What follows belongs to an exercise in optimizing a design on an open flow for small area and a short achievable clock period; a production flow would make more cautious choices. At most, simulation tests tie the RTL to the original design; equivalence was not proved. Function not checked in runs 2 to 5: the RTL went through the layout flow alone. The clock port is modelled as an ideal driver; clocking choices that lean on that would not hold on a real chip. Power figures rest on the tool's default switching activity, not on a simulated workload.

$ cat flow/dontuse.tcl
# Keep the timing repairs from picking slow delay and low-power cells for
# logic and port buffers.
set_dont_use {sky130_fd_sc_hd__clkinvlp_* sky130_fd_sc_hd__clkdlybuf4s* sky130_fd_sc_hd__dlygate* sky130_fd_sc_hd__dlymetal*}
$ cat flow/run.sh
#!/bin/bash
# The standard layout with these changes:
# - the port buffers are buf_4 cells, not the resizer's default pick (a slow
#   delay buffer);
# - before floorplanning, combinational cells are set back to drive 1
#   (downsize.tcl), leaving their sizing to the flow's timing repairs;
# - the steps that size or insert cells don't use delay or low-power cells
#   (dontuse.tcl).
# Tool output goes to std.log.
F=$PWD/flow
bash standard.sh 'BUFFER_PORTS_ARGS=-buffer_cell sky130_fd_sc_hd__buf_4' \
  "PRE_FLOORPLAN_TCL=$F/pre_floorplan.tcl" \
  "PRE_GLOBAL_PLACE_TCL=$F/dontuse.tcl" \
  "PRE_RESIZE_TCL=$F/dontuse.tcl" \
  "PRE_DETAIL_PLACE_TCL=$F/dontuse.tcl" \
  "PRE_CTS_TCL=$F/dontuse.tcl" \
  "PRE_GLOBAL_ROUTE_TCL=$F/dontuse.tcl" \
  "PRE_REPAIR_TIMING_POST_PLACE_TCL=$F/dontuse.tcl" \
  finish > std.log 2>&1
$ cat flow/pre_floorplan.tcl
source [file join [file dirname [info script]] dontuse.tcl]
source [file join [file dirname [info script]] downsize.tcl]
$ cat constraint.sdc
create_clock -name core_clock -period 3.0 [get_ports {clk}]
set_input_delay 0.6000 -clock core_clock [delete_from_list [all_inputs] [get_ports {clk}]]
set_output_delay 0.6000 -clock core_clock [all_outputs]
set_load 0.01 [all_outputs]
$ cat flow/downsize.tcl
# Before floorplanning: set every combinational cell that synthesis sized up
# back to its smallest (drive 1) variant of the same footprint; the timing
# repairs later in the flow size up what the layout's timing needs.
set db [ord::get_db]
set n 0
foreach inst [[ord::get_db_block] getInsts] {
  set name [[$inst getMaster] getName]
  if {![regexp {^(sky130_fd_sc_hd__[a-z0-9]+)_([0-9]+)$} $name -> base drive]} { continue }
  if {$drive == 1} { continue }
  if {[regexp {__(df|edf|sdf|sedf|dl|conb|tap|fill|decap|buf|clkbuf|clkdly|dlygate|dlymetal)} $base]} { continue }
  set m [$db findMaster ${base}_1]
  if {$m eq "NULL" || $m eq ""} { continue }
  $inst swapMaster $m
  incr n
}
puts "downsize.tcl: set $n cells to drive 1"
$ cat config.mk
export PLATFORM = sky130hd
export DESIGN_NAME = memory_design
export DESIGN_NICKNAME = memory_design
export VERILOG_FILES = /design/flow/design.v
export SDC_FILE = /design/flow/constraint.sdc
export NUM_CORES = 4
export LEC_CHECK = 0
export CAP_MARGIN = 20
export CORE_MARGIN = 2
export CORE_UTILIZATION = 60
export CTS_CLUSTER_DIAMETER = 100
export CTS_CLUSTER_SIZE = 26
export SETUP_SLACK_MARGIN = 1.45
export SLEW_MARGIN = 20
export SYNTH_HIERARCHICAL = 1
$ cat design.v
module g_inv(input a, output y);
    assign y = ~a;
endmodule
module g_nand3(input a, input b, input c, output y);
    assign y = ~(a & b & c);
endmodule
module g_nand4(input a, input b, input c, input d, output y);
    assign y = ~(a & b & c & d);
endmodule
module g_aoi22(input a1, input a2, input b1, input b2, output y);
    assign y = ~((a1 & a2) | (b1 & b2));
endmodule
module g_oai22(input a1, input a2, input b1, input b2, output y);
    assign y = ~((a1 | a2) & (b1 | b2));
endmodule
module g_and2(input a, input b, output y);
    assign y = a & b;
endmodule
module g_ao22(input a1, input a2, input b1, input b2, output y);
    assign y = (a1 & a2) | (b1 & b2);
endmodule
module g_nor2(input a, input b, output y);
    assign y = ~(a | b);
endmodule
module g_oa211(input a1, input a2, input b, input c, output y);
    assign y = (a1 | a2) & b & c;
endmodule
module dec_lo(input [2:0] a, output [7:0] lo_n, output [7:0] lo);
    wire [2:0] an;
    genvar k;
    generate
        for (k = 0; k < 3; k = k + 1) begin : i
            g_inv m(.a(a[k]), .y(an[k]));
        end
        for (k = 0; k < 8; k = k + 1) begin : d
            g_nand3 m(.a(k & 1 ? a[0] : an[0]), .b(k & 2 ? a[1] : an[1]),
                      .c(k & 4 ? a[2] : an[2]), .y(lo_n[k]));
            g_inv   v(.a(lo_n[k]), .y(lo[k]));
        end
    endgenerate
endmodule
module dec_hi(input [2:0] a, input enable, input read_write,
              output [7:0] hi_n, output [7:0] hw_n, output rd);
    wire [2:0] an;
    wire       en_n, wr;
    g_inv  ie(.a(enable), .y(en_n));
    g_nor2 r(.a(en_n), .b(read_write), .y(rd));
    g_and2 w(.a(enable), .b(read_write), .y(wr));
    genvar k;
    generate
        for (k = 0; k < 3; k = k + 1) begin : i
            g_inv m(.a(a[k]), .y(an[k]));
        end
        for (k = 0; k < 8; k = k + 1) begin : d
            g_nand4 h(.a(rd), .b(k & 1 ? a[0] : an[0]), .c(k & 2 ? a[1] : an[1]),
                      .d(k & 4 ? a[2] : an[2]), .y(hi_n[k]));
            g_nand4 v(.a(wr), .b(k & 1 ? a[0] : an[0]), .c(k & 2 ? a[1] : an[1]),
                      .d(k & 4 ? a[2] : an[2]), .y(hw_n[k]));
        end
    endgenerate
endmodule
module rd_grp(input [7:0] d, input [7:0] sel, output y);
    wire [3:0] z;
    g_aoi22 o0(.a1(d[0]), .a2(sel[0]), .b1(d[1]), .b2(sel[1]), .y(z[0]));
    g_aoi22 o1(.a1(d[2]), .a2(sel[2]), .b1(d[3]), .b2(sel[3]), .y(z[1]));
    g_aoi22 o2(.a1(d[4]), .a2(sel[4]), .b1(d[5]), .b2(sel[5]), .y(z[2]));
    g_aoi22 o3(.a1(d[6]), .a2(sel[6]), .b1(d[7]), .b2(sel[7]), .y(z[3]));
    g_nand4 n(.a(z[0]), .b(z[1]), .c(z[2]), .d(z[3]), .y(y));
endmodule
module rd_col(input [7:0] g, input [7:0] sel_n, input rd, input q, output y);
    wire [3:0] z;
    wire [1:0] p;
    g_oai22 o0(.a1(g[0]), .a2(sel_n[0]), .b1(g[1]), .b2(sel_n[1]), .y(z[0]));
    g_oai22 o1(.a1(g[2]), .a2(sel_n[2]), .b1(g[3]), .b2(sel_n[3]), .y(z[1]));
    g_oai22 o2(.a1(g[4]), .a2(sel_n[4]), .b1(g[5]), .b2(sel_n[5]), .y(z[2]));
    g_oai22 o3(.a1(g[6]), .a2(sel_n[6]), .b1(g[7]), .b2(sel_n[7]), .y(z[3]));
    g_nor2 n0(.a(z[0]), .b(z[1]), .y(p[0]));
    g_nor2 n1(.a(z[2]), .b(z[3]), .y(p[1]));
    g_oa211 f(.a1(q), .a2(rd), .b(p[0]), .c(p[1]), .y(y));
endmodule
module memory_design(output reg [7:0] data_output, input [7:0] data_input, input [5:0] address, input enable, read_write, clk);
    wire [7:0] lo_n [0:3];
    wire [7:0] lo   [0:3];
    wire [7:0] hi_n, hw_n;
    wire       rd;
    dec_hi dh(.a(address[5:3]), .enable(enable), .read_write(read_write),
              .hi_n(hi_n), .hw_n(hw_n), .rd(rd));
    wire [7:0] word [0:63];
    wire [7:0] grp  [0:7];
    wire [7:0] nxt;
    genvar i, j, b;
    generate
        for (j = 0; j < 4; j = j + 1) begin : dl
            dec_lo m(.a(address[2:0]), .lo_n(lo_n[j]), .lo(lo[j]));
        end
        for (i = 0; i < 64; i = i + 1) begin : w
            reg  [7:0] q;
            wire [7:0] d;
            wire       we, we_n;
            g_nor2 e(.a(hw_n[i/8]), .b(lo_n[i/16][i%8]), .y(we));
            g_inv  n(.a(we), .y(we_n));
            for (b = 0; b < 8; b = b + 1) begin : s
                g_ao22 m(.a1(data_input[b]), .a2(we), .b1(q[b]), .b2(we_n), .y(d[b]));
            end
            always @(posedge clk)
                q <= d;
            assign word[i] = q;
        end
        for (j = 0; j < 8; j = j + 1) begin : g
            for (b = 0; b < 8; b = b + 1) begin : c
                rd_grp m(.d({word[8*j+7][b], word[8*j+6][b], word[8*j+5][b], word[8*j+4][b],
                             word[8*j+3][b], word[8*j+2][b], word[8*j+1][b], word[8*j][b]}),
                         .sel(lo[j/2]), .y(grp[j][b]));
            end
        end
        for (b = 0; b < 8; b = b + 1) begin : r
            rd_col m(.g({grp[7][b], grp[6][b], grp[5][b], grp[4][b],
                         grp[3][b], grp[2][b], grp[1][b], grp[0][b]}),
                     .sel_n(hi_n), .rd(rd), .q(data_output[b]), .y(nxt[b]));
        end
    endgenerate
    always @(posedge clk)
        data_output <= nxt;
endmodule
$ cat standard.sh
#!/bin/bash
# synth_recipe.tcl (not shown) runs the flow's synth.tcl, then flattens the netlist and writes it again
# the make line also repeats each setting of config.mk as NAME=value (left out here)
make -C /OpenROAD-flow-scripts/flow DESIGN_CONFIG=/design/flow/config.mk WORK_HOME=/design/flow/orfs CLKGATE_MAP_FILE= SYNTH_SCRIPT=/design/flow/synth_recipe.tcl "${@:-finish}"
==> reports/results.ini, run 1 <==
[setup_path]
max_stage_delay_ps=410
slowest_stage=dfxtp_4
crit_path_start_kind=flop
cp.arrival_ps=1080
path_buf_inv=1
r2r_slack_ps=1620
reg2reg_depth=5
worstReg2RegEnd=data_output[4]
path_delay_family=flip-flops
critPathCaptureType=output port
critPathMaxFanout=2
required_ps=2400
worstPathCellList=buf_6
rr_startpoint=w[30].q[4]
worstSetupPathType=flop to output port

[global_route]
grt_overflow=0
grt_pass1_vias=14200
grt_usage_pct=32.6
grt_first_pass_wirelength_mm=84.5
antenna_found_initial=0
grt_max_degree=65

[placed_design]
port-buffer-count=24
globalplace.congestion=0.937
dpl.hpwl_mm=34.6
placed_cells=2110
place_area_mm2=0.0195

[die]
io_pins=25
coreArea_mm2=0.0304
floorplan.die.height_um=180
start_util_pct=60.8
row_count=64
die_w_um=180
die_area_mm2=0.0322

[routing]
drt_iter0_markers=1918
ant_nets=0
firstDrtPassIters=6
drc=0
wirelength_mm=56.0
dr_total_vias=15500
vias_per_cell=7.12
wl_per_cell_um=25.7

[worst_hold_path]
whs_path_depth=1
min_to=w[2].q[0]
min_path_type=flop to flop
hold_path.startpoint=w[2].q[0]

[timing]
fin_skew_ps=19.7
rsz0062_at_grt=yes
drv_slew=0
fin_crit_sh_pct=56.1
tns_ps=0
hold_ws_ps=483
fmax_mhz=595
tightest_slew_ps=1060
fin_crit_ps=1680
slew_headroom_pct=29.6
final-setup-viol-count=0
final-hold-violation-count=0

[cts]
worstSkewPairLatency_ps=570
clock-sinks=520
clk_pin_slew_worst_paths_ps=100
numCtsBuffers=23
postCtsHoldBufs=0
cts_tree=yes

[layout]
drive_gt1_share_pct=15.8
fin_util_pct=70.3
fin_cells=2179
stdcell_area_mm2=0.0214
fin_nets=1802
most-common-layout-cells=a22o_1, dfxtp_1, a22oi_1, nand4_1, nor2_1
n_antenna_cell=0

[run_status]
outcome=complete, no violations

[flow_run]
drv_cap=0

[logic_synthesis]
syn-instance-count=1634
ys_warn_count=7
synthesis.nets=1651

[power]
powerDensity_mw_per_mm2=593
irDropWorstVdd_uv=532
leakage_nw=8.03

worst reg2reg max path, cell delays in order (launching register included):
cell,delay [ps]
dfxtp_1,330
a22oi_1,240
nand4_1,200
o22ai_2,260
nor2_2,120
o211a_1,150
layout make-up:
| type | count | area (um^2) |
|---|---|---|
| repair buffers | 126 | 868 |
| flip-flops and latches | 520 | 10400 |
| well taps | 396 | 495 |
| inverters | 112 | 556 |
| clock buffers | 23 | 576 |
| multi-input cells | 1002 | 8470 |
| fillers | 2320 | 9040 |
per-layer routing:
layer	global-route usage, %	share of wire [%]	vias to the layer above
met1	49.7	44	7627
met3	3.20	8.5	111
met2	49.9	44	804
met5	0	0	-
met4	8.29	3.1	0
li1	-	-	6971
flip-flops by register name, summed over array words and instances (netlist names):
signal / cells
data_output: 8
w.q: 512
per-stage QoR:
step | setup slack (ps) | total power, mW
6_report | 1320 | 12.7
3_3_place_gp | 406 | 9.11
4_1_cts | 1310 | 12.6
5_1_grt | 1310 | 13.1
2_1_floorplan | 1060 | 8.62
3_5_place_dp | 364 | 9.14
repair_timing:
item,4_1_cts,5_1_grt
resized for setup,127,120
setup buffers,22,21
pin swaps,16,26
setup endpoints to repair,478,89
cloned,0,3
power by group:
group	switching, mW	internal (mW)	total [mW]
sequential	0.414	7.52	7.93
combinational	0.666	0.626	1.29
clock	2.08	1.38	3.46
how the worst max path moves through the flow:
stage	from	slack, ps	cells after the start	to
2_1_floorplan	enable	1060	5	w[17].q[0]
4_1_cts	data_output[7]	1310	1	data_output[7]
3_3_place_gp	address[0]	410	9	data_output[3]
5_1_grt	data_output[7]	1310	1	data_output[7]
6_report	data_output[6]	1320	1	data_output[6]
3_5_place_dp	address[0]	360	8	data_output[2]
==> run 2, diff against run 1 <==
--- a/design.v
+++ b/design.v
@@ -1,8 +1,11 @@
 module g_inv(input a, output y);
     assign y = ~a;
 endmodule
-module g_nand3(input a, input b, input c, output y);
-    assign y = ~(a & b & c);
+module g_nor3(input a, input b, input c, output y);
+    assign y = ~(a | b | c);
+endmodule
+module g_nand2(input a, input b, output y);
+    assign y = ~(a & b);
 endmodule
 module g_nand4(input a, input b, input c, input d, output y);
     assign y = ~(a & b & c & d);
@@ -25,7 +28,7 @@
 module g_oa211(input a1, input a2, input b, input c, output y);
     assign y = (a1 | a2) & b & c;
 endmodule
-module dec_lo(input [2:0] a, output [7:0] lo_n, output [7:0] lo);
+module dec_lo(input [2:0] a, output [7:0] lo);
     wire [2:0] an;
     genvar k;
     generate
@@ -33,15 +36,15 @@
             g_inv m(.a(a[k]), .y(an[k]));
         end
         for (k = 0; k < 8; k = k + 1) begin : d
-            g_nand3 m(.a(k & 1 ? a[0] : an[0]), .b(k & 2 ? a[1] : an[1]),
-                      .c(k & 4 ? a[2] : an[2]), .y(lo_n[k]));
-            g_inv   v(.a(lo_n[k]), .y(lo[k]));
+            g_nor3 m(.a(k & 1 ? an[0] : a[0]), .b(k & 2 ? an[1] : a[1]),
+                     .c(k & 4 ? an[2] : a[2]), .y(lo[k]));
         end
     endgenerate
 endmodule
 module dec_hi(input [2:0] a, input enable, input read_write,
-              output [7:0] hi_n, output [7:0] hw_n, output rd);
+              output [7:0] hi_n, output [7:0] hw, output rd);
     wire [2:0] an;
+    wire [7:0] hw_n;
     wire       en_n, wr;
     g_inv  ie(.a(enable), .y(en_n));
     g_nor2 r(.a(en_n), .b(read_write), .y(rd));
@@ -56,6 +59,7 @@
                       .d(k & 4 ? a[2] : an[2]), .y(hi_n[k]));
             g_nand4 v(.a(wr), .b(k & 1 ? a[0] : an[0]), .c(k & 2 ? a[1] : an[1]),
                       .d(k & 4 ? a[2] : an[2]), .y(hw_n[k]));
+            g_inv   u(.a(hw_n[k]), .y(hw[k]));
         end
     endgenerate
 endmodule
@@ -79,26 +83,25 @@
     g_oa211 f(.a1(q), .a2(rd), .b(p[0]), .c(p[1]), .y(y));
 endmodule
 module memory_design(output reg [7:0] data_output, input [7:0] data_input, input [5:0] address, input enable, read_write, clk);
-    wire [7:0] lo_n [0:3];
     wire [7:0] lo   [0:3];
-    wire [7:0] hi_n, hw_n;
+    wire [7:0] hi_n, hw;
     wire       rd;
     dec_hi dh(.a(address[5:3]), .enable(enable), .read_write(read_write),
-              .hi_n(hi_n), .hw_n(hw_n), .rd(rd));
+              .hi_n(hi_n), .hw(hw), .rd(rd));
     wire [7:0] word [0:63];
     wire [7:0] grp  [0:7];
     wire [7:0] nxt;
     genvar i, j, b;
     generate
         for (j = 0; j < 4; j = j + 1) begin : dl
-            dec_lo m(.a(address[2:0]), .lo_n(lo_n[j]), .lo(lo[j]));
+            dec_lo m(.a(address[2:0]), .lo(lo[j]));
         end
         for (i = 0; i < 64; i = i + 1) begin : w
             reg  [7:0] q;
             wire [7:0] d;
             wire       we, we_n;
-            g_nor2 e(.a(hw_n[i/8]), .b(lo_n[i/16][i%8]), .y(we));
-            g_inv  n(.a(we), .y(we_n));
+            g_nand2 n(.a(hw[i/8]), .b(lo[i/16][i%8]), .y(we_n));
+            g_inv   e(.a(we_n), .y(we));
             for (b = 0; b < 8; b = b + 1) begin : s
                 g_ao22 m(.a1(data_input[b]), .a2(we), .b1(q[b]), .b2(we_n), .y(d[b]));
             end
--- a/config.mk
+++ b/config.mk
@@ -9,7 +9,7 @@
 export CORE_MARGIN = 2
 export CORE_UTILIZATION = 60
 export CTS_CLUSTER_DIAMETER = 100
-export CTS_CLUSTER_SIZE = 26
+export CTS_CLUSTER_SIZE = 30
 export SETUP_SLACK_MARGIN = 1.45
 export SLEW_MARGIN = 20
 export SYNTH_HIERARCHICAL = 1
==> run 2 against run 1 <==
Still clean on timing, DRC and antenna. Sequential power about the same. Register-to-register slack lost 50 ps. Worst hold slack improved by 2.1 ps.
==> reports/results.ini, run 2 <==
[run_status]
outcome=complete, no violations

[die]
row_count=64
die_area_mm2=0.0321
die_w_um=179
coreArea_mm2=0.0304
start_util_pct=60.5
floorplan.die.height_um=179
io_pins=25

[setup_path]
max_stage_delay_ps=310
worstSetupPathType=primary input to flop
path_delay_family=compound AO/OA/AOI/OAI gates
worstPathCellList=buf_16, buf_12, inv_12, nor3_4, buf_8, a22oi_2, nand4_1, o22ai_4, nor2_4, o211a_1
cp.arrival_ps=2150
critPathMaxFanout=18
required_ps=3450
path_buf_inv=4
crit_path_start_kind=primary input
critPathCaptureType=flop
slowest_stage=o22ai_4

[routing]
ant_nets=0
dr.max_layer_used=met4
firstDrtPassIters=5
dr_wl_met2_mm=25.1
wl_met3_mm=4.58
drt_iter0_markers=2009
vias_per_cell=7.11
wl_per_cell_um=25.4
wirelength_mm=56.2
wl_met1_mm=24.8
dr_total_vias=15700
drc=0

[cts]
worstSkewPairLatency_ps=560
clock-sinks=520
cts_tree=yes
numCtsBuffers=21
clk_pin_slew_worst_paths_ps=110

[global_route]
antenna_found_initial=2
grt_max_degree=65
grt_usage_pct=33.4
grt_pass1_vias=14300
grt_first_pass_wirelength_mm=84.4
grt_overflow=0

[flow_run]
drv_cap=0

[timing]
fin_crit_ps=1700
slew_headroom_pct=30.5
fin_skew_ps=27.5
rsz0062_at_grt=yes
final-hold-violation-count=0
hold_ws_ps=485
final-setup-viol-count=0
fin_crit_sh_pct=56.5
drv_slew=0
tightest_slew_ps=1040
worst_slack_ps=1300
fmax_mhz=590

[logic_synthesis]
syn-instance-count=1610
synthesis.nets=1627
ys_warn_count=7

[layout]
fin_nets=1835
reg_top3=w.q: 512 flops, data_output: 8 flops
fillCellCount=2198
drive_gt1_share_pct=23.2
fin_cells=2215
most-common-layout-cells=a22o_1, dfxtp_1, a22oi_1, nand4_1, inv_2
largest_reg_flops=512
top_register=w.q

[placed_design]
placed_cells=2085
dp_slack_ps=-10.4
globalplace.congestion=0.901
port-buffer-count=24
dpl.hpwl_mm=33.8

[power]
powerDensity_mw_per_mm2=575
power_mw=12.7
irDropWorstVdd_uv=481
leakage_nw=8.91

[worst_hold_path]
min_path_type=flop to flop

[run 2: final cells by class]
type                       instances  area [um^2]  area share [%]
sequential                       520        10400            47.2
clock inverter                     1         20.0          0.0906
inverter                          88          488            2.21
timing repair buffer             185         1580            7.13
clock buffer                      21          526            2.38
antenna                            2         5.00          0.0226
multi-input combinational       1002         8560            38.7
tap                              396          495            2.24
[run 2: final timing paths]
kind,from,end,slack (ps),depth (start not counted)
setup / recovery,address[2],data_output[1],1300,10
hold / removal,w[12].q[2],w[12].q[2],480,1
setup reg to reg,w[28].q[1],data_output[1],1570,5
hold reg to reg,w[12].q[2],w[12].q[2],480,1
[run 2: metal layers]
layer,GRT usage (%),up-vias
li1,-,7053
met1,50.4,7749
met3,3.33,99
met2,50.1,848
met4,10.7,0
met5,0,-
[run 2: metrics by stage]
step                      utilization [%]  setup TNS, ps  cell area (um^2)
after detailed placement             66.0          -10.4             20100
after floorplan                         -              0             19100
after global placement               66.0              0             20100
after CTS                            70.6              0             21500
after global routing                 72.6              0             22100
final                                72.6              0             22100
[run 2: timing repair]
item                       CTS  global route
gates resized for setup    110            71
setup buffers               58            42
hold buffers                 0             0
pin swaps                   25            23
setup endpoints to repair  499            98
cloned                       1             5
[run 2: report_power, final]
part,internal [mW],leakage [nW],total (mW),switching (mW)
clock network,1.29,0.269,3.38,2.09
registers,7.52,4.25,7.92,0.396
logic,0.716,4.39,1.42,0.708
==> run 3, diff against run 2 <==
--- a/config.mk
+++ b/config.mk
@@ -10,6 +10,6 @@
 export CORE_UTILIZATION = 60
 export CTS_CLUSTER_DIAMETER = 100
 export CTS_CLUSTER_SIZE = 30
-export SETUP_SLACK_MARGIN = 1.45
+export SETUP_SLACK_MARGIN = 1.4
 export SLEW_MARGIN = 20
 export SYNTH_HIERARCHICAL = 1
==> run 3 against run 2 <==
Still clean on timing, DRC and antenna. Clock power about the same. Worst hold slack gained 2.5 ps. Utilization down 0.51 points. Combinational power is essentially flat. Sequential share of layout area increased by 0.36 points. Cell count shrank 1.2%. Via count decreased by 0.69%. Synthesized cell count is the same. Maximum frequency shrank 1.9%. Global-route usage increased by 0.51 points. Worst setup slack got worse by 33 ps. Register-to-register slack got worse by 30 ps. Critical endpoint is now data_output[4]. Highest routed layer unchanged.
==> reports/results.ini, run 3 <==
[run_status]
outcome=complete, no violations

[routing]
vias_per_cell=7.15
wl_per_cell_um=25.7
drc=0
wirelength_mm=56.3
dr_total_vias=15600
drt_iter0_markers=1833
ant_nets=0
firstDrtPassIters=6

[layout]
drive_gt1_share_pct=22.5
stdcell_area_mm2=0.0219
n_antenna_cell=0
largest_reg_flops=512
reg_top3=w.q: 512 flops, data_output: 8 flops
fin_cells=2188
top_register=w.q
fillCellCount=2196
most-common-layout-cells=a22o_1, dfxtp_1, a22oi_1, nand4_1, inv_2
fin_nets=1810

[setup_path]
crit_top_cell=buf_6
critPathCaptureType=flop
crit_path_start_kind=primary input
cp.arrival_ps=2190
critPathMaxFanout=5
required_ps=3460
max_stage_delay_ps=330
worstSetupPathType=primary input to flop
slowest_stage=o22ai_2
worstPathCellList=buf_16, buf_12, buf_6, nor3_4, buf_2, buf_6, a22oi_2, nand4_1, o22ai_2, nor2_2, o211a_1

[power]
p_comb_share_pct=11.1
p_switching_mw=3.21
powerDensity_mw_per_mm2=580
irDropWorstVdd_uv=493
leakage_nw=8.77
p_int_mw=9.51
seqPwrFrac_pct=62.5
power_frac_clock_pct=26.4
swShare_pct=25.2

[die]
start_util_pct=60.5
io_pins=25
floorplan.die.height_um=179
die_w_um=179
coreArea_mm2=0.0304
die_area_mm2=0.0321
row_count=64

[global_route]
grt_usage_pct=33.9
antenna_found_initial=0
grt_max_degree=65
grt_overflow=0
grt_first_pass_wirelength_mm=85.0
grt_pass1_vias=14500

[timing]
fmax_mhz=578
tightest_slew_ps=1060
drv_slew=0
fin_skew_ps=19.1
fin_crit_ps=1730
final-setup-viol-count=0
rsz0062_at_grt=yes
slew_headroom_pct=29.6
final-hold-violation-count=0
fin_crit_sh_pct=57.6

[cts]
postCtsHoldBufs=0
worstSkewPairLatency_ps=560
clk_pin_slew_worst_paths_ps=110
numCtsBuffers=21
cts_tree=yes
clock-sinks=520

[logic_synthesis]
synthesis.nets=1627
ys_warn_count=7
syn-instance-count=1610

[placed_design]
dpl.hpwl_mm=34.4
port-buffer-count=24
place_area_mm2=0.0200
placed_cells=2079
globalplace.congestion=0.977

[worst_hold_path]
min_path_type=flop to flop

[flow_run]
drv_cap=0

[run 3: worst paths after layout]
kind               from              to  slack (ps)  depth (start not counted)
max          address[0]  data_output[4]        1270                         11
min          w[63].q[6]      w[63].q[6]         490                          1
max reg2reg   w[2].q[7]  data_output[7]        1540                          5
min reg2reg  w[63].q[6]      w[63].q[6]         490                          1
[run 3: layout make-up]
type                       count  area [um^2]  area share, %
clock inverter                 1         20.0         0.0912
multi-input combinational   1002         8610           39.2
sequential                   520        10400           47.6
clock buffer                  21          526           2.39
tap                          396          495           2.26
timing repair buffer         160         1380           6.27
inverter                      88          485           2.21
[run 3: critical path, delay by kind of cell]
kind                   cells  cell delay (ps)
and+or+nand+nor            3              340
AOI/OAI and AO/OA          3              640
buffers and inverters      5              610
[run 3: through the flow]
step                      worst slack (ps)  util [%]  hold slack, ps  total power [mW]  setup TNS [ps]
after global placement                26.9      65.9             456              9.23               0
after floorplan                       1280         -             443              8.66               0
final                                 1270      72.1             487              12.7               0
after global routing                  1290      72.1             497              13.1               0
after detailed placement             -2.16      65.9             455              9.26           -2.16
after CTS                             1300      70.8             487              12.7               0
[run 3: layer usage]
layer  vias to the layer above  global-route usage (%)  part of all wire [%]  wire, um
met1                      7716                    49.9                    43     24300
met3                       107                    5.47                   8.9      5000
met2                       821                    51.9                    45     25300
met5                         -                       0                     0         0
li1                       6996                       -                     -         -
met4                         0                    8.84                   2.9      1640
[run 3: what timing repair did]
| item | CTS | global route |
|---|---|---|
| gates cloned | 1 | 2 |
| setup buffers | 66 | 18 |
| setup endpoints to repair | 425 | 56 |
| resized for setup | 109 | 70 |
| pin swaps | 43 | 46 |
[run 3: power groups by stage]
stage	Sequential [mW]	Clock, mW	Combinational, mW
after floorplan	7.91	0	0.752
after detailed placement	8.04	0	1.22
after global routing	8.00	3.61	1.50
final	7.94	3.36	1.41
after global placement	8.05	0	1.19
after CTS	7.91	3.40	1.34
==> run 4, diff against run 3 <==
==> design.v (replaced) <==
module g_inv(input a, output y);
    assign y = ~a;
endmodule
module g_nor3(input a, input b, input c, output y);
    assign y = ~(a | b | c);
endmodule
module g_nand4(input a, input b, input c, input d, output y);
    assign y = ~(a & b & c & d);
endmodule
module g_and2(input a, input b, output y);
    assign y = a & b;
endmodule
module g_aoi22(input a1, input a2, input b1, input b2, output y);
    assign y = ~((a1 & a2) | (b1 & b2));
endmodule
module g_aoi222(input a1, input a2, input b1, input b2, input c1, input c2, output y);
    assign y = ~((a1 & a2) | (b1 & b2) | (c1 & c2));
endmodule
module dec_lo(input [2:0] a, output [7:0] lo);
    wire [2:0] an;
    genvar k;
    generate
        for (k = 0; k < 3; k = k + 1) begin : i
            g_inv m(.a(a[k]), .y(an[k]));
        end
        for (k = 0; k < 8; k = k + 1) begin : d
            g_nor3 m(.a(k & 1 ? an[0] : a[0]), .b(k & 2 ? an[1] : a[1]),
                     .c(k & 4 ? an[2] : a[2]), .y(lo[k]));
        end
    endgenerate
endmodule
module dec_hi(input [2:0] a, input enable, input read_write,
              output [7:0] hi, output [7:0] hw, output nrd);
    wire wr = enable & read_write;
    wire rd = enable & ~read_write;
    wire [7:0] h = 8'b1 << a;
    assign hi  = h & {8{rd}};
    assign hw  = h & {8{wr}};
    assign nrd = ~rd;
endmodule
module rd_grp(input [7:0] d, input [7:0] sel, output y);
    wire [3:0] z;
    g_aoi22 o0(.a1(d[0]), .a2(sel[0]), .b1(d[1]), .b2(sel[1]), .y(z[0]));
    g_aoi22 o1(.a1(d[2]), .a2(sel[2]), .b1(d[3]), .b2(sel[3]), .y(z[1]));
    g_aoi22 o2(.a1(d[4]), .a2(sel[4]), .b1(d[5]), .b2(sel[5]), .y(z[2]));
    g_aoi22 o3(.a1(d[6]), .a2(sel[6]), .b1(d[7]), .b2(sel[7]), .y(z[3]));
    g_nand4 n(.a(z[0]), .b(z[1]), .c(z[2]), .d(z[3]), .y(y));
endmodule
module rd_col(input [7:0] g, input [7:0] sel, input nrd, input q, output y);
    wire [3:0] z;
    g_aoi22  o0(.a1(g[0]), .a2(sel[0]), .b1(g[1]), .b2(sel[1]), .y(z[0]));
    g_aoi22  o1(.a1(g[2]), .a2(sel[2]), .b1(g[3]), .b2(sel[3]), .y(z[1]));
    g_aoi22  o2(.a1(g[4]), .a2(sel[4]), .b1(g[5]), .b2(sel[5]), .y(z[2]));
    g_aoi222 o3(.a1(g[6]), .a2(sel[6]), .b1(g[7]), .b2(sel[7]), .c1(q), .c2(nrd), .y(z[3]));
    g_nand4 n(.a(z[0]), .b(z[1]), .c(z[2]), .d(z[3]), .y(y));
endmodule
module memory_design(output reg [7:0] data_output, input [7:0] data_input, input [5:0] address, input enable, read_write, clk);
    wire [7:0] lo [0:3];
    wire [7:0] hi, hw;
    wire       nrd;
    dec_hi dh(.a(address[5:3]), .enable(enable), .read_write(read_write),
              .hi(hi), .hw(hw), .nrd(nrd));
    wire [7:0] word [0:63];
    wire [7:0] grp  [0:7];
    wire [7:0] nxt;
    genvar i, j, b;
    generate
        for (j = 0; j < 4; j = j + 1) begin : dl
            dec_lo m(.a(address[2:0]), .lo(lo[j]));
        end
        for (i = 0; i < 64; i = i + 1) begin : w
            reg [7:0] q;
            wire we;
            g_and2 e(.a(hw[i/8]), .b(lo[i/16][i%8]), .y(we));
            always @(posedge clk)
                if (we)
                    q <= data_input;
            assign word[i] = q;
        end
        for (j = 0; j < 8; j = j + 1) begin : g
            for (b = 0; b < 8; b = b + 1) begin : c
                rd_grp m(.d({word[8*j+7][b], word[8*j+6][b], word[8*j+5][b], word[8*j+4][b],
                             word[8*j+3][b], word[8*j+2][b], word[8*j+1][b], word[8*j][b]}),
                         .sel(lo[j/2]), .y(grp[j][b]));
            end
        end
        for (b = 0; b < 8; b = b + 1) begin : r
            rd_col m(.g({grp[7][b], grp[6][b], grp[5][b], grp[4][b],
                         grp[3][b], grp[2][b], grp[1][b], grp[0][b]}),
                     .sel(hi), .nrd(nrd), .q(data_output[b]), .y(nxt[b]));
        end
    endgenerate
    always @(posedge clk)
        data_output <= nxt;
endmodule
==> run 4 against run 3 <==
Global-route usage shrank 6.7 points. Sequential share of layout area increased by 22 points. Clock power grew 2%. Combinational power down about 40%. Worst hold slack better by 110 ps. Clock skew up 13 ps. Routed wire length is 20% lower. Sequential power up 2%. Power decreased by 3.0%. Utilization up 0.20 points. Critical path type unchanged. Largest cell class unchanged.
==> reports/results.ini, run 4 <==
[die]
die_area_mm2=0.0329
coreArea_mm2=0.0308
row_count=64
floorplan.die.height_um=181
io_pins=25
start_util_pct=61.3
die_w_um=181

[timing]
fin_skew_ps=31.8
hold_ws_ps=596
final-setup-viol-count=0
tns_ps=0
fin_crit_sh_pct=64.4
fmax_mhz=517
drv_slew=0
final-hold-violation-count=0
tightest_slew_ps=802
fin_crit_ps=1930
rsz0062_at_grt=yes
slew_headroom_pct=46.5

[routing]
firstDrtPassIters=5
wl_per_cell_um=28.3
vias_per_cell=6.70
drc=0
ant_nets=0
drt_iter0_markers=1229
wirelength_mm=44.8
dr_total_vias=10600

[setup_path]
worstReg2RegEnd=data_output[7]
crit_cells=10
cp.arrival_ps=2350
crit_start=address[0]
path_buf_inv=5
required_ps=3420
worstSetupPathType=primary input to flop
crit_top_cell=nand4_1
crit_end=data_output[7]
slowest_stage=a222oi_1
max_stage_delay_ps=610
critPathMaxFanout=14
path_delay_family=compound AO/OA/AOI/OAI gates
critPathCaptureType=flop
crit_path_start_kind=primary input
worstPathCellList=buf_16, buf_8, inv_12, nor3_4, buf_12, buf_1, a22oi_2, nand4_1, a222oi_1, nand4_1
reg2reg_depth=4
rr_startpoint=w[48].q[7]
r2r_slack_ps=1220

[worst_hold_path]
hold_path.startpoint=data_output[4]
min_path_type=flop to flop

[global_route]
grt_max_degree=65
grt_usage_pct=27.2
grt_first_pass_wirelength_mm=65.5
grt_pass1_vias=10100
antenna_found_initial=1
grt_overflow=0

[logic_synthesis]
syn-instance-count=1012
ys_warn_count=7
synthesis.nets=1029

[layout]
register_area_mm2=0.0156
fin_cells=1584
drive_gt1_share_pct=27.9
multi_input_area_mm2=0.00425
final_common_cell=edfxtp_1
largest_reg_flops=512
fin_nets=1191
n_antenna_cell=0
top_register=w.q
reg_top3=w.q: 512 flops, data_output: 8 flops
fin_util_pct=72.3
fillCellCount=1876
most-common-layout-cells=edfxtp_1, a22oi_1, a22oi_2, nand4_1, and2_4

[power]
leakage_nw=6.79
powerDensity_mw_per_mm2=554
p_comb_share_pct=6.9
p_int_mw=9.69
p_switching_mw=2.65
swShare_pct=21.5
power_mw=12.3
seqPwrFrac_pct=65.4
irDropWorstVdd_uv=657
power_frac_clock_pct=27.7

[placed_design]
globalplace.congestion=0.816
port-buffer-count=24
dpl.hpwl_mm=27.0
placed_cells=1490

[cts]
numCtsBuffers=21
clk_pin_slew_worst_paths_ps=110
clock-sinks=520
worstSkewPairLatency_ps=560
cts_tree=yes

[run_status]
outcome=complete, no violations

[flow_run]
drv_cap=0

-- run 4: area by class of cell --
cell class | instances | area share, %
clock inverters | 1 | 0.0898
flip-flops and latches | 520 | 69.8
clock buffers | 36 | 2.61
inverters | 12 | 0.808
multi-input cells | 480 | 19.0
well taps | 396 | 2.22
repair buffers | 139 | 5.44
-- run 4: per-stage QoR --
| step | instance area, um^2 | worst slack [ps] |
|---|---|---|
| 2_1_floorplan | 19600 | 1330 |
| 3_3_place_gp | 20600 | 126 |
| 3_5_place_dp | 20600 | 106 |
| 4_1_cts | 21900 | 1180 |
| 5_1_grt | 22300 | 1080 |
| 6_report | 22300 | 1070 |
-- run 4: how the worst min path moves through the flow --
| stage | end | depth (start not counted) |
|---|---|---|
| after global routing | data_output[4] | 2 |
| final | data_output[4] | 2 |
| after CTS | data_output[4] | 2 |
| after global placement | data_output[4] | 2 |
| after floorplan | data_output[0] | 2 |
| after detailed placement | data_output[4] | 2 |
-- run 4: metal layers --
layer,track usage [%],vias to the layer above,share of wire [%]
met2,43.5,453,49
met1,40.6,5408,42
li1,-,4695,-
met3,3.51,58,6.8
met4,7.19,2,2.7
met5,0,-,0.031
-- run 4: worst min-delay path, cell delays in order (launching register included) --
cell      delay, ps
dfxtp_2         380
a222oi_1         90
nand4_1         100
-- run 4: power by group through the flow --
stage	clock network, mW	registers (mW)	logic, mW
after global placement	0	8.23	0.707
after detailed placement	0	8.22	0.716
after CTS	3.46	8.07	0.809
after global routing	3.68	8.08	0.902
final	3.42	8.07	0.851
after floorplan	0	8.21	0.294
-- run 4: timing repair --
action	4_1_cts	5_1_grt
hold buffers	0	0
buffers inserted	35	20
resized for setup	132	61
pin swaps	41	38
gates cloned	1	1
endpoints found under the setup margin	412	89
==> run 5, diff against run 4 <==
--- a/design.v
+++ b/design.v
@@ -13,8 +13,8 @@
 module g_aoi22(input a1, input a2, input b1, input b2, output y);
     assign y = ~((a1 & a2) | (b1 & b2));
 endmodule
-module g_aoi222(input a1, input a2, input b1, input b2, input c1, input c2, output y);
-    assign y = ~((a1 & a2) | (b1 & b2) | (c1 & c2));
+module g_aoi221(input a1, input a2, input b1, input b2, input c, output y);
+    assign y = ~((a1 & a2) | (b1 & b2) | c);
 endmodule
 module dec_lo(input [2:0] a, output [7:0] lo);
     wire [2:0] an;
@@ -51,11 +51,13 @@
     g_aoi22  o0(.a1(g[0]), .a2(sel[0]), .b1(g[1]), .b2(sel[1]), .y(z[0]));
     g_aoi22  o1(.a1(g[2]), .a2(sel[2]), .b1(g[3]), .b2(sel[3]), .y(z[1]));
     g_aoi22  o2(.a1(g[4]), .a2(sel[4]), .b1(g[5]), .b2(sel[5]), .y(z[2]));
-    g_aoi222 o3(.a1(g[6]), .a2(sel[6]), .b1(g[7]), .b2(sel[7]), .c1(q), .c2(nrd), .y(z[3]));
+    wire h;
+    g_and2   a(.a(q), .b(nrd), .y(h));
+    g_aoi221 o3(.a1(g[6]), .a2(sel[6]), .b1(g[7]), .b2(sel[7]), .c(h), .y(z[3]));
     g_nand4 n(.a(z[0]), .b(z[1]), .c(z[2]), .d(z[3]), .y(y));
 endmodule
 module memory_design(output reg [7:0] data_output, input [7:0] data_input, input [5:0] address, input enable, read_write, clk);
-    wire [7:0] lo [0:3];
+    wire [7:0] lo [0:7];
     wire [7:0] hi, hw;
     wire       nrd;
     dec_hi dh(.a(address[5:3]), .enable(enable), .read_write(read_write),
@@ -65,13 +67,13 @@
     wire [7:0] nxt;
     genvar i, j, b;
     generate
-        for (j = 0; j < 4; j = j + 1) begin : dl
+        for (j = 0; j < 8; j = j + 1) begin : dl
             dec_lo m(.a(address[2:0]), .lo(lo[j]));
         end
         for (i = 0; i < 64; i = i + 1) begin : w
             reg [7:0] q;
             wire we;
-            g_and2 e(.a(hw[i/8]), .b(lo[i/16][i%8]), .y(we));
+            g_and2 e(.a(hw[i/8]), .b(lo[i/8][i%8]), .y(we));
             always @(posedge clk)
                 if (we)
                     q <= data_input;
@@ -81,7 +83,7 @@
             for (b = 0; b < 8; b = b + 1) begin : c
                 rd_grp m(.d({word[8*j+7][b], word[8*j+6][b], word[8*j+5][b], word[8*j+4][b],
                              word[8*j+3][b], word[8*j+2][b], word[8*j+1][b], word[8*j][b]}),
-                         .sel(lo[j/2]), .y(grp[j][b]));
+                         .sel(lo[j]), .y(grp[j][b]));
             end
         end
         for (b = 0; b < 8; b = b + 1) begin : r
==> run 5 against run 4 <==
Register-to-register slack better by 220 ps. Cell area is 0.44% lower. Critical path depth is 9 lower. Sequential cell count stayed put. Clock skew is 8.9 ps lower. Highest routed layer unchanged.
==> reports/results.ini, run 5 <==
[cts]
worstSkewPairLatency_ps=570
clock-sinks=520
clk_pin_slew_worst_paths_ps=110
postCtsHoldBufs=0
cts_tree=yes
numCtsBuffers=21

[timing]
rsz0062_at_grt=yes
drv_slew=0
fin_crit_sh_pct=56.4
slew_headroom_pct=46.4
tightest_slew_ps=804
final-setup-viol-count=0
tns_ps=0
fin_crit_ps=1690
hold_ws_ps=605
fmax_mhz=591
fin_skew_ps=22.9
final-hold-violation-count=0

[layout]
n_antenna_cell=0
top_register=w.q
reg_top3=w.q: 512 flops, data_output: 8 flops
final_common_cell=edfxtp_1
fin_nets=1211
most-common-layout-cells=edfxtp_1, a22oi_1, nand4_1, a22oi_2, and2_2
largest_reg_flops=512
fin_cells=1609
fillCellCount=1976
drive_gt1_share_pct=28.2

[placed_design]
placed_cells=1528
port-buffer-count=24
globalplace.congestion=0.879
dpl.hpwl_mm=27.1

[global_route]
grt_first_pass_wirelength_mm=64.6
grt_use_met1_pct=40.3
grt_usage_pct=26.6
grt_pass1_vias=10000
grt_util_met2_pct=41.7
grt.met3_usage_pct=3.89
busiest_layer=met2
antenna_found_initial=1
grt_max_degree=65
grt_overflow=0

[setup_path]
cp.arrival_ps=1090
critPathCaptureType=output port
path_buf_inv=1
critPathMaxFanout=2
slowest_stage=dfxtp_4
reg2reg_depth=4
required_ps=2400
r2r_slack_ps=1440
rr_startpoint=w[48].q[2]
worstSetupPathType=flop to output port
worstReg2RegEnd=data_output[2]
max_stage_delay_ps=410
worstPathCellList=buf_6
path_delay_family=flip-flops
crit_path_start_kind=flop

[die]
die_w_um=183
coreArea_mm2=0.0315
row_count=65
floorplan.die.height_um=183
io_pins=25
die_area_mm2=0.0333
start_util_pct=60.8

[routing]
wirelength_mm=45.9
wl_per_cell_um=28.5
drc=0
vias_per_cell=6.74
drt_iter0_markers=1524
dr_total_vias=10900
firstDrtPassIters=7
ant_nets=0

[worst_hold_path]
hold_path.startpoint=data_input[4]
min_path_type=primary input to flop
whs_path_depth=1
min_to=w[46].q[4]

[power]
leakage_nw=6.69
powerDensity_mw_per_mm2=557
irDropWorstVdd_uv=654

[run_status]
outcome=complete, no violations

[logic_synthesis]
ys_warn_count=7
synthesis.nets=1081
syn-instance-count=1064

[flow_run]
drv_cap=0

## run 5: worst max path at each step
stage,from,endpoint,cells past startpoint
2_1_floorplan,address[1],w[15].q[0],3
3_3_place_gp,address[2],data_output[2],6
3_5_place_dp,address[2],data_output[2],6
4_1_cts,data_output[0],data_output[0],1
5_1_grt,data_output[2],data_output[2],1
6_report,data_output[0],data_output[0],1
## run 5: cell type report
class	instances	area, um^2	area share (%)
well taps	402	503	2.27
repair buffers	106	808	3.64
inverters	24	145	0.654
clock buffers	34	574	2.59
clock inverters	2	28.8	0.130
multi-input cells	521	4580	20.6
flip-flops and latches	520	15600	70.1
## run 5: repair_timing
item / 4_1_cts / 5_1_grt
endpoints found under the setup margin: 512 / 386
gates resized for setup: 89 / 114
setup buffers: 0 / 39
pin swaps: 13 / 36
gates cloned: 0 / 6
## run 5: metrics by stage
step           utilization, %  worst slack, ps  total power [mW]  area [um^2]
2_1_floorplan               -             1330              8.50        19600
3_5_place_dp             65.1              197              8.92        20500
4_1_cts                  68.2             1300              12.3        21500
5_1_grt                  70.5             1290              12.7        22200
3_3_place_gp             65.1              204              8.91        20500
6_report                 70.5             1310              12.4        22200
## run 5: layer usage
| metal | wire [um] | part of all wire, % |
|---|---|---|
| met4 | 1310 | 2.8 |
| met2 | 21700 | 47 |
| met1 | 19000 | 41 |
| met3 | 3860 | 8.4 |
| met5 | 13 | 0.028 |
## run 5: report_power, final
group / internal (mW) / switching (mW) / total [mW]
clock network: 1.36 / 2.06 / 3.42
logic: 0.285 / 0.586 / 0.872
registers: 8.03 / 0.0470 / 8.07
total: 9.67 / 2.69 / 12.4

==> static timing again, ports no longer ideal <==
How much do the figures lean on ideal ports? The routed layouts below were timed once more, with nothing changed but the port constraints. Step 1, drivers: a clkbuf_16 drives clk and a buf_2 each remaining input, both assumed. Step 2 moves the port delays by t, midway between the first and last clock arrival at a register: inputs arrive t later, outputs are due t later. That takes back most of the time a late clock gives input paths. a / b / c = no drivers / after step 1 / after step 2; a / b = the first two.
run | t (ns) | setup WS [ns] | pins driven straight from the clock port
run 1 | 0.613 | 1.318 / 1.264 / 0.677 | 1
run 2 | 0.605 | 1.304 / 1.221 / 0.616 | 1
run 3 | 0.610 | 1.271 / 1.190 / 0.580 | 1
run 4 | 0.595 | 1.067 / 1.055 / 0.460 | 1
run 5 | 0.611 | 1.307 / 1.198 / 0.587 | 1
After both steps setup and hold are still met in every run listed. For run 5, which loses most, drivers alone change the setup slack by -0.109 ns; drivers and shift together by -0.720 ns.
